This design comes from an exercise in tuning for small area on the open sky130 flow, not from production work. Only simulation tests tie the RTL to the original design; equivalence was not proved. Power and IR drop assume default switching activity.

## flow/config.mk

```make
export PLATFORM = sky130hd
export DESIGN_NAME = filter_all
export DESIGN_NICKNAME = filter_all
export VERILOG_FILES = /design/flow/design.v
export SDC_FILE = /design/flow/constraint.sdc
export NUM_CORES = 8
export LEC_CHECK = 0
export CAP_MARGIN = 20
export CORE_MARGIN = 2
export CORE_UTILIZATION = 40
export SLEW_MARGIN = 20
```

## flow/constraint.sdc

```tcl
create_clock -name core_clock -period 10.0 [get_ports {clk}]
set_input_delay 2.0000 -clock core_clock [delete_from_list [all_inputs] [get_ports {clk}]]
set_output_delay 2.0000 -clock core_clock [all_outputs]
set_load 0.01 [all_outputs]
```

## flow/design.v

```verilog
module eq_band #(
    parameter integer A  = 0,
    parameter integer B2 = 0,
    parameter integer B3 = 0,
    parameter integer B5 = 0,
    parameter integer B6 = 0
) (
    input         clk,
    input         rst,
    input         f0,
    input         f33,
    input         ser,
    input  [3:0]  k,
    input  [31:0] az1,
    input  [15:0] g1,
    input  [15:0] g2,
    output [15:0] dout
);
  wire [15:0] y1, y2;
  eq_pole #(.B2(B2), .B3(B3)) p1 (
    .clk(clk), .rst(rst), .f33(f33), .ser(ser), .k(k), .az(az1), .y(y1));
  wire [15:0] x2 = y1 << g1;
  wire signed [16:0] d2;
  eq_zero z2 (.clk(clk), .rst(rst), .f0(f0), .f33(f33), .x(x2), .d(d2));
  wire signed [31:0] d2x = d2;
  wire [31:0] az2;
  generate
    if (A == 927)
      assign az2 = (d2x <<< 10) - (d2x <<< 7) + (d2x <<< 5) - d2x;
    else if (A == 1966)
      assign az2 = (d2x <<< 11) - (d2x <<< 6) - (d2x <<< 4) - (d2x <<< 1);
    else if (A == 3056)
      assign az2 = (d2x <<< 12) - (d2x <<< 10) - (d2x <<< 4);
    else
      assign az2 = (d2x <<< 11) + (d2x <<< 8) - (d2x <<< 6) - (d2x <<< 1);
  endgenerate
  eq_pole #(.B2(B5), .B3(B6)) p2 (
    .clk(clk), .rst(rst), .f33(f33), .ser(ser), .k(k), .az(az2), .y(y2));
  assign dout = y2 << g2;
endmodule
module eq_zero (
    input                clk,
    input                rst,
    input                f0,
    input                f33,
    input         [15:0] x,
    output signed [16:0] d
);
  reg [15:0] r0, r1, r2, v0, v2;
  reg [15:0] s0, s2;
  wire u0 = (r0 == s0);
  wire u2 = (r2 == s2);
  always @(posedge clk or negedge rst)
    if (!rst) begin
      r0 <= 16'd0; r1 <= 16'd0; r2 <= 16'd0;
      v0 <= 16'd0; v2 <= 16'd0;
    end else begin
      if (x != r0) begin
        r0 <= x; r1 <= r0; r2 <= r1;
      end
      if (f33 & u0) v0 <= r0;
      if (f33 & u2) v2 <= r2;
    end
  always @(posedge clk)
    if (f0) begin
      s0 <= r0; s2 <= r2;
    end
  wire signed [15:0] n0 = u0 ? s0 : v0;
  wire signed [15:0] n2 = u2 ? s2 : v2;
  assign d = n0 - n2;
endmodule
module eq_pole #(
    parameter integer B2 = 0,
    parameter integer B3 = 0
) (
    input         clk,
    input         rst,
    input         f33,
    input         ser,
    input  [3:0]  k,
    input  [31:0] az,
    output reg [15:0] y
);
  reg [15:0] h1, h2;
  reg        shifted;
  reg [31:0] tp;
  wire [31:0] t = az - tp;
  wire [15:0] ynew = t[31:16];
  wire        chg = (ynew != y);
  always @(posedge clk or negedge rst)
    if (!rst) begin
      y <= 16'd0; h1 <= 16'd0; h2 <= 16'd0; shifted <= 1'b0;
    end else if (f33) begin
      y <= ynew;
      shifted <= chg;
      if (chg) begin
        h1 <= y; h2 <= h1;
      end
    end
  wire        bit1 = h1[k];
  wire        bit2 = h2[k];
  wire signed [15:0] c2 = B2;
  wire signed [15:0] c3 = B3;
  wire signed [15:0] c23 = B2 + B3;
  wire signed [15:0] xs = bit1 ? (bit2 ? c23 : c2) : (bit2 ? c3 : 16'sd0);
  wire signed [16:0] xa = (k == 4'd15) ? -{xs[15], xs} : {xs[15], xs};
  wire signed [16:0] acc = (k == 4'd0) ? 17'sd0 : {tp[31], tp[31:16]};
  wire signed [16:0] sum = acc + xa;
  always @(posedge clk)
    if (ser & ~shifted)
      tp <= {sum[16:1], sum[0], tp[15:1]};
endmodule
module filter_all (
    input             clk,
    input             clk_enable,
    input             reset,
    input      [31:0] filter_in,
    output reg [31:0] filter_out_all,
    input      [15:0] filter_gain_100_1k_1,
    input      [15:0] filter_gain_100_1k_2,
    input      [15:0] filter_gain_1k_3k_1,
    input      [15:0] filter_gain_1k_3k_2,
    input      [15:0] filter_gain_3k_5k_1,
    input      [15:0] filter_gain_3k_5k_2,
    input      [15:0] filter_gain_5k_8k_1,
    input      [15:0] filter_gain_5k_8k_2,
    input      [15:0] filter_gain_6k_15k_1,
    input      [15:0] filter_gain_6k_15k_2
);
  reg [5:0] cnt;
  always @(posedge clk or negedge reset)
    if (!reset) cnt <= 6'd0;
    else if (cnt == 6'd33) cnt <= 6'd0;
    else cnt <= cnt + 6'd1;
  wire f0  = (cnt == 6'd0);
  wire f33 = (cnt == 6'd33);
  wire ser = ~cnt[5] & ~cnt[4];         
  wire [3:0] k = cnt[3:0];
  wire signed [16:0] d1;
  eq_zero z1 (.clk(clk), .rst(reset), .f0(f0), .f33(f33),
              .x(filter_in[31:16]), .d(d1));
  wire signed [31:0] d1x = d1;
  wire [31:0] p927  = (d1x <<< 10) - (d1x <<< 7) + (d1x <<< 5) - d1x;
  wire [31:0] p1966 = (d1x <<< 11) - (d1x <<< 6) - (d1x <<< 4) - (d1x <<< 1);
  wire [31:0] p3056 = (d1x <<< 12) - (d1x <<< 10) - (d1x <<< 4);
  wire [31:0] p2238 = (d1x <<< 11) + (d1x <<< 8) - (d1x <<< 6) - (d1x <<< 1);
  wire [15:0] o0, o1, o2, o3, o4;
  eq_band #(.A(927),  .B2(-32478), .B3(16097), .B5(-30279), .B6(14116)) b0 (
    .clk(clk), .rst(reset), .f0(f0), .f33(f33), .ser(ser), .k(k), .az1(p927),
    .g1(filter_gain_100_1k_1), .g2(filter_gain_100_1k_2), .dout(o0));
  eq_band #(.A(1966), .B2(-30704), .B3(14659), .B5(-27287), .B6(12647)) b1 (
    .clk(clk), .rst(reset), .f0(f0), .f33(f33), .ser(ser), .k(k), .az1(p1966),
    .g1(filter_gain_1k_3k_1), .g2(filter_gain_1k_3k_2), .dout(o1));
  eq_band #(.A(1966), .B2(-24232), .B3(13199), .B5(-27761), .B6(14044)) b2 (
    .clk(clk), .rst(reset), .f0(f0), .f33(f33), .ser(ser), .k(k), .az1(p1966),
    .g1(filter_gain_3k_5k_1), .g2(filter_gain_3k_5k_2), .dout(o2));
  eq_band #(.A(3056), .B2(-20931), .B3(12567), .B5(-13402), .B6(11679)) b3 (
    .clk(clk), .rst(reset), .f0(f0), .f33(f33), .ser(ser), .k(k), .az1(p3056),
    .g1(filter_gain_5k_8k_2), .g2(filter_gain_5k_8k_2), .dout(o3));
  eq_band #(.A(2238), .B2(-29802), .B3(14189), .B5(-25864), .B6(19134)) b4 (
    .clk(clk), .rst(reset), .f0(f0), .f33(f33), .ser(ser), .k(k), .az1(p2238),
    .g1(filter_gain_6k_15k_1), .g2(filter_gain_6k_15k_2), .dout(o4));
  reg [18:0] s;
  always @(posedge clk or negedge reset)
    if (!reset) s <= 19'd0;
    else if (clk_enable) s <= o0 + o1 + o2 + o3 + o4;
  wire [31:0] dry = (|filter_gain_100_1k_1) ? filter_in : 32'd0;
  wire [31:0] bands = {s[15:0] + {13'd0, s[18:16]}, s[15:0]};
  always @(posedge clk or negedge reset)
    if (!reset) filter_out_all <= 32'd0;
    else filter_out_all <= dry + bands;
endmodule
```

## flow/run.sh

```bash
#!/bin/bash
# synth_recipe.tcl (not shown) runs the flow's synth.tcl, then flattens the netlist and writes it again
# the make line also repeats each setting of config.mk as NAME=value (left out here)
make -C /OpenROAD-flow-scripts/flow DESIGN_CONFIG=/design/flow/config.mk WORK_HOME=/design/flow/orfs CLKGATE_MAP_FILE= SYNTH_SCRIPT=/design/flow/synth_recipe.tcl finish
```

==> results.tsv <==
stage	metric	value	unit
floorplan	std cell rows	197	
drt	antenna-violating nets left	0	
placed_design	detailed-placement wirelength estimate	240000	µm
critical_path	Worst Setup Start Kind	flop	
clock_network	clk latency of the worst-skew pair	0.87	ns
drt	routed len/inst	18.7	µm
global_route	Tot GR Track Use	0.210	
floorplan	Die Span Y	543	µm
global_route	first-pass GRT wire length	502000	µm
drt	# DRC	0	
clock_network	CTS H-tree depth	4	
critical_path	critical path type	reg -> reg	
timing	fmax	97.7	MHz
status	Blocking Checks	negative setup slack	
critical_path	slowest CP cell	fa_1	
drt	Routed WL	320000	µm
timing	Final Hold Fails	0	
clock_network	CTS max path bufs	4	
timing	worst slew pin tran	1.21	ns
clock_network	root buffer selected by CTS	clkbuf_16	
synthesis	Syn Inst Count	11600	
critical_path	maximum net fanout on the critical path	7	
timing	RSZ-0062 raised after global routing	yes	
timing	Worst Clk Skew	0.0385	ns
finish	Syn-to-layout area delta	23.2	%
synthesis	EDFF count, synth	512	
floorplan	Die ar.	295000	µm²
placed_design	pre-CTS setup slack	-1.01	ns
timing	Min Clock Period, post-route	10.23	ns
timing	final worst slack	-0.231	ns
placed_design	Placer Congestion	0.930	
critical_path	highest cell delay on the worst timing path	0.52	ns
run	max-cap viol count	0	
floorplan	Die Wd	543	µm
synthesis	Synthesized Nets	13000	
floorplan	io pins	227	
floorplan	CORE AREA	289000	µm²
floorplan	Starting Density	0.403	
placed_design	port bufs	210	
critical_path	WP data arrival	10.96	ns
timing	Hold Worst Slack	0.444	ns
drt	Vias	90600	
clock_network	TritonCTS Buffers	184	
finish	share of cells above drive strength 1	0.251	
synthesis	Netlist cell types	121	
finish	FF+latch area	41100	µm²
worst_hold_path	worst hold path type	reg -> reg	
critical_path	path depth of the worst reg2reg path	53	
timing	Final Max Tran Viols	0	
power	worst vdd ir	0.000118	V
power	Leak Pwr	0.0681	µW
critical_path	CP endpoint kind	flop	
power	PD cells	102	nW/µm²
synthesis	ys async rst share	0.667	
clock_network	clk slew on worst S/H paths	0.06	ns
timing	Slew headroom	0.187	
global_route	GRT overflow	0	
synthesis	Syn Area/Cell	10.0	µm²
drt	TritonRoute pass-1 iters	6	
drt	vias per cell	5.30	
finish	Nets	14500	
clock_network	CTS tree	built	
synthesis	Top FF cell, synth	dfrtp_1	
global_route	vias in the first global route	92100	
critical_path	critical path required time	10.73	ns
synthesis	synthesized area	116000	µm²
finish	fill count	25900	
synthesis	YS warnings	12	
critical_path	Crit path top cell by count	buf_4	
global_route	antenna violations before repair	25	
drt	Starting DRT DRC Count	5610	
timing	fin crit share	1.02	
timing	setup violators final	108	
synthesis	#FFs+latches synth	1539	
status	status	complete, but fails checks	
worst_hold_path	worst hold path depth	0	
clock_network	hold buffers post-CTS	0	
synthesis	sequential area share after synthesis	0.353	
clock_network	CTS Sinks	1539	
global_route	largest net degree at the start of global routing	172	
finish	area of the multi-input gates	73200	µm²
-- synthesized netlist by cell type (211+ instances only) --
library cell,instances,share of area
o21ai_0,539,0.023
a21o_1,240,0.015
dfrtp_1,1027,0.22
a21oi_1,629,0.027
xnor2_1,576,0.043
edfxtp_1,512,0.13
mux2i_1,277,0.024
mux2_2,723,0.070
clkbuf_1,325,0.010
inv_1,995,0.032
nor2_1,820,0.026
ha_1,1031,0.11
nand2_1,914,0.030
fa_1,211,0.036
xor2_1,476,0.036
-- cell type report --
type                            count  area share
Tap cell                         3880      0.0339
Antenna cell                        6    0.000105
Clock buffer                      266      0.0371
Clock inverter                     75     0.00519
Inverter                         1007      0.0265
Multi-Input combinational cell   8635       0.511
Timing Repair Buffer             1685      0.0991
Sequential cell                  1539       0.287
-- power breakdown --
part           total, µW  internal (µW)  switching, µW
Sequential          6760           6580            183
Clock               6770           3910           2860
Combinational       1090            517            572
-- placed cells by master, fill, tap and decap left out, types with 71 or more instances in the layout --
cell type,count
mux2i_1,263
nor4_1,89
a21oi_1,555
clkbuf_16,206
clkdlybuf4s50_1,206
ha_1,965
o21ai_0,476
nor3_1,178
a211oi_1,78
buf_4,1367
mux4_2,133
and2_1,82
o21a_1,71
xnor2_1,535
xor2_1,458
nor2_1,792
dfrtp_1,1018
o21bai_1,101
mux2_4,174
fa_1,205
nand2_1,902
a31oi_1,75
inv_1,978
mux2_2,608
nand2b_1,103
a21oi_2,77
nand4_1,75
nor2b_1,113
edfxtp_1,512
nand3_1,129
a21o_1,240
-- routing by layer --
metal,global-route usage,share of wire
met1,0.284,0.46
met2,0.352,0.47
met3,0.0256,0.046
met4,0.0597,0.027
met5,0,0.00018
-- kinds of logic after synthesis --
logic type	synth area share
compound gates	0.126
xor+xnor	0.0828
fa+ha+maj	0.148
buf+inv	0.0475
flops	0.353
mux	0.130
simple gates	0.113
-- worst max-delay path: cells and delay by family (launching register included) --
family                     cells  cell delay, ns
muxes                          2            0.49
adders and majority gates      5            1.63
buffers and inverters         14            1.81
xor gates and xnor gates       5            0.88
DFF                            1            0.40
AOI/OAI and AO/OA             19            2.99
and+or+nand+nor                8            1.87
-- path summary, 6_finish.rpt --
kind	from	end	slack, ns
worst min register to register	b3.p1.tp[1]	b3.p1.tp[0]	0.44
min in group asynchronous	reset	b4.z2.r2[8]	1.06
max in group asynchronous	reset	b2.z2.r2[8]	6.90
worst max register to register	b4.z2.s0[9]	b4.p2.h1[12]	-0.23
worst min-delay path	b3.p1.tp[1]	b3.p1.tp[0]	0.44
worst max-delay path	b4.z2.s0[9]	b4.p2.h1[12]	-0.23
-- stage by stage --
step | total power, µW | instances | area (µm²) | TNS (ns) | util
after floorplan | 7400 | 11600 | 116000 | 0 | -
after global placement | 7880 | 16500 | 131000 | -119.27 | 0.454
after detailed placement | 7900 | 16500 | 131000 | -161.64 | 0.454
after CTS | 14800 | 17000 | 140000 | -15.13 | 0.486
after global routing | 15100 | 17100 | 143000 | -111.85 | 0.496
final | 14600 | 17100 | 143000 | -11.94 | 0.496
-- registers in the layout, summed over array words and instances, names as in the netlist, 19 cells and up --
name,flops
b0.p1.tp,32
b0.p2.tp,32
b1.p1.tp,32
b1.p2.tp,32
b2.p1.tp,32
b2.p2.tp,32
b3.p1.tp,32
b3.p2.tp,32
b4.p1.tp,32
b4.p2.tp,32
filter_out_all,32
s,19
-- repair_timing --
item / CTS / global route
endpoints found under the hold margin: 0 / 0
setup buffers: 142 / 113
pin swaps: 177 / 271
cloned: 13 / 17
endpoints found under the setup margin: 267 / 331
resized for setup: 369 / 443

-- re-timing with driven ports --
In the flow no input, the clock included, has a driving cell. The finished layout below was timed again as built, in two steps.
Step 1 (the two cells are an assumption about what drives the block):
set clk [get_ports {clk}]
set_driving_cell -lib_cell sky130_fd_sc_hd__clkbuf_16 $clk
set_driving_cell -lib_cell sky130_fd_sc_hd__buf_2 [delete_from_list [all_inputs] $clk]
Step 2, shift: input delay + t, output delay - t, t = (earliest + latest rising clock arrival at the registers) / 2. This alone moves slack from input paths to output paths.
Three values: ideal ports, drivers, drivers and shift; two values: the first two.
shift t [ns]: 0.959
slack for setup (ns): -0.231 / -0.231 / -0.231
hold slack, ns: 0.444 / 0.444 / 0.444
worst setup path at the end: register to register
The setup slack of this run moves by 0.000 ns with the drivers and by 0.000 ns with both steps.
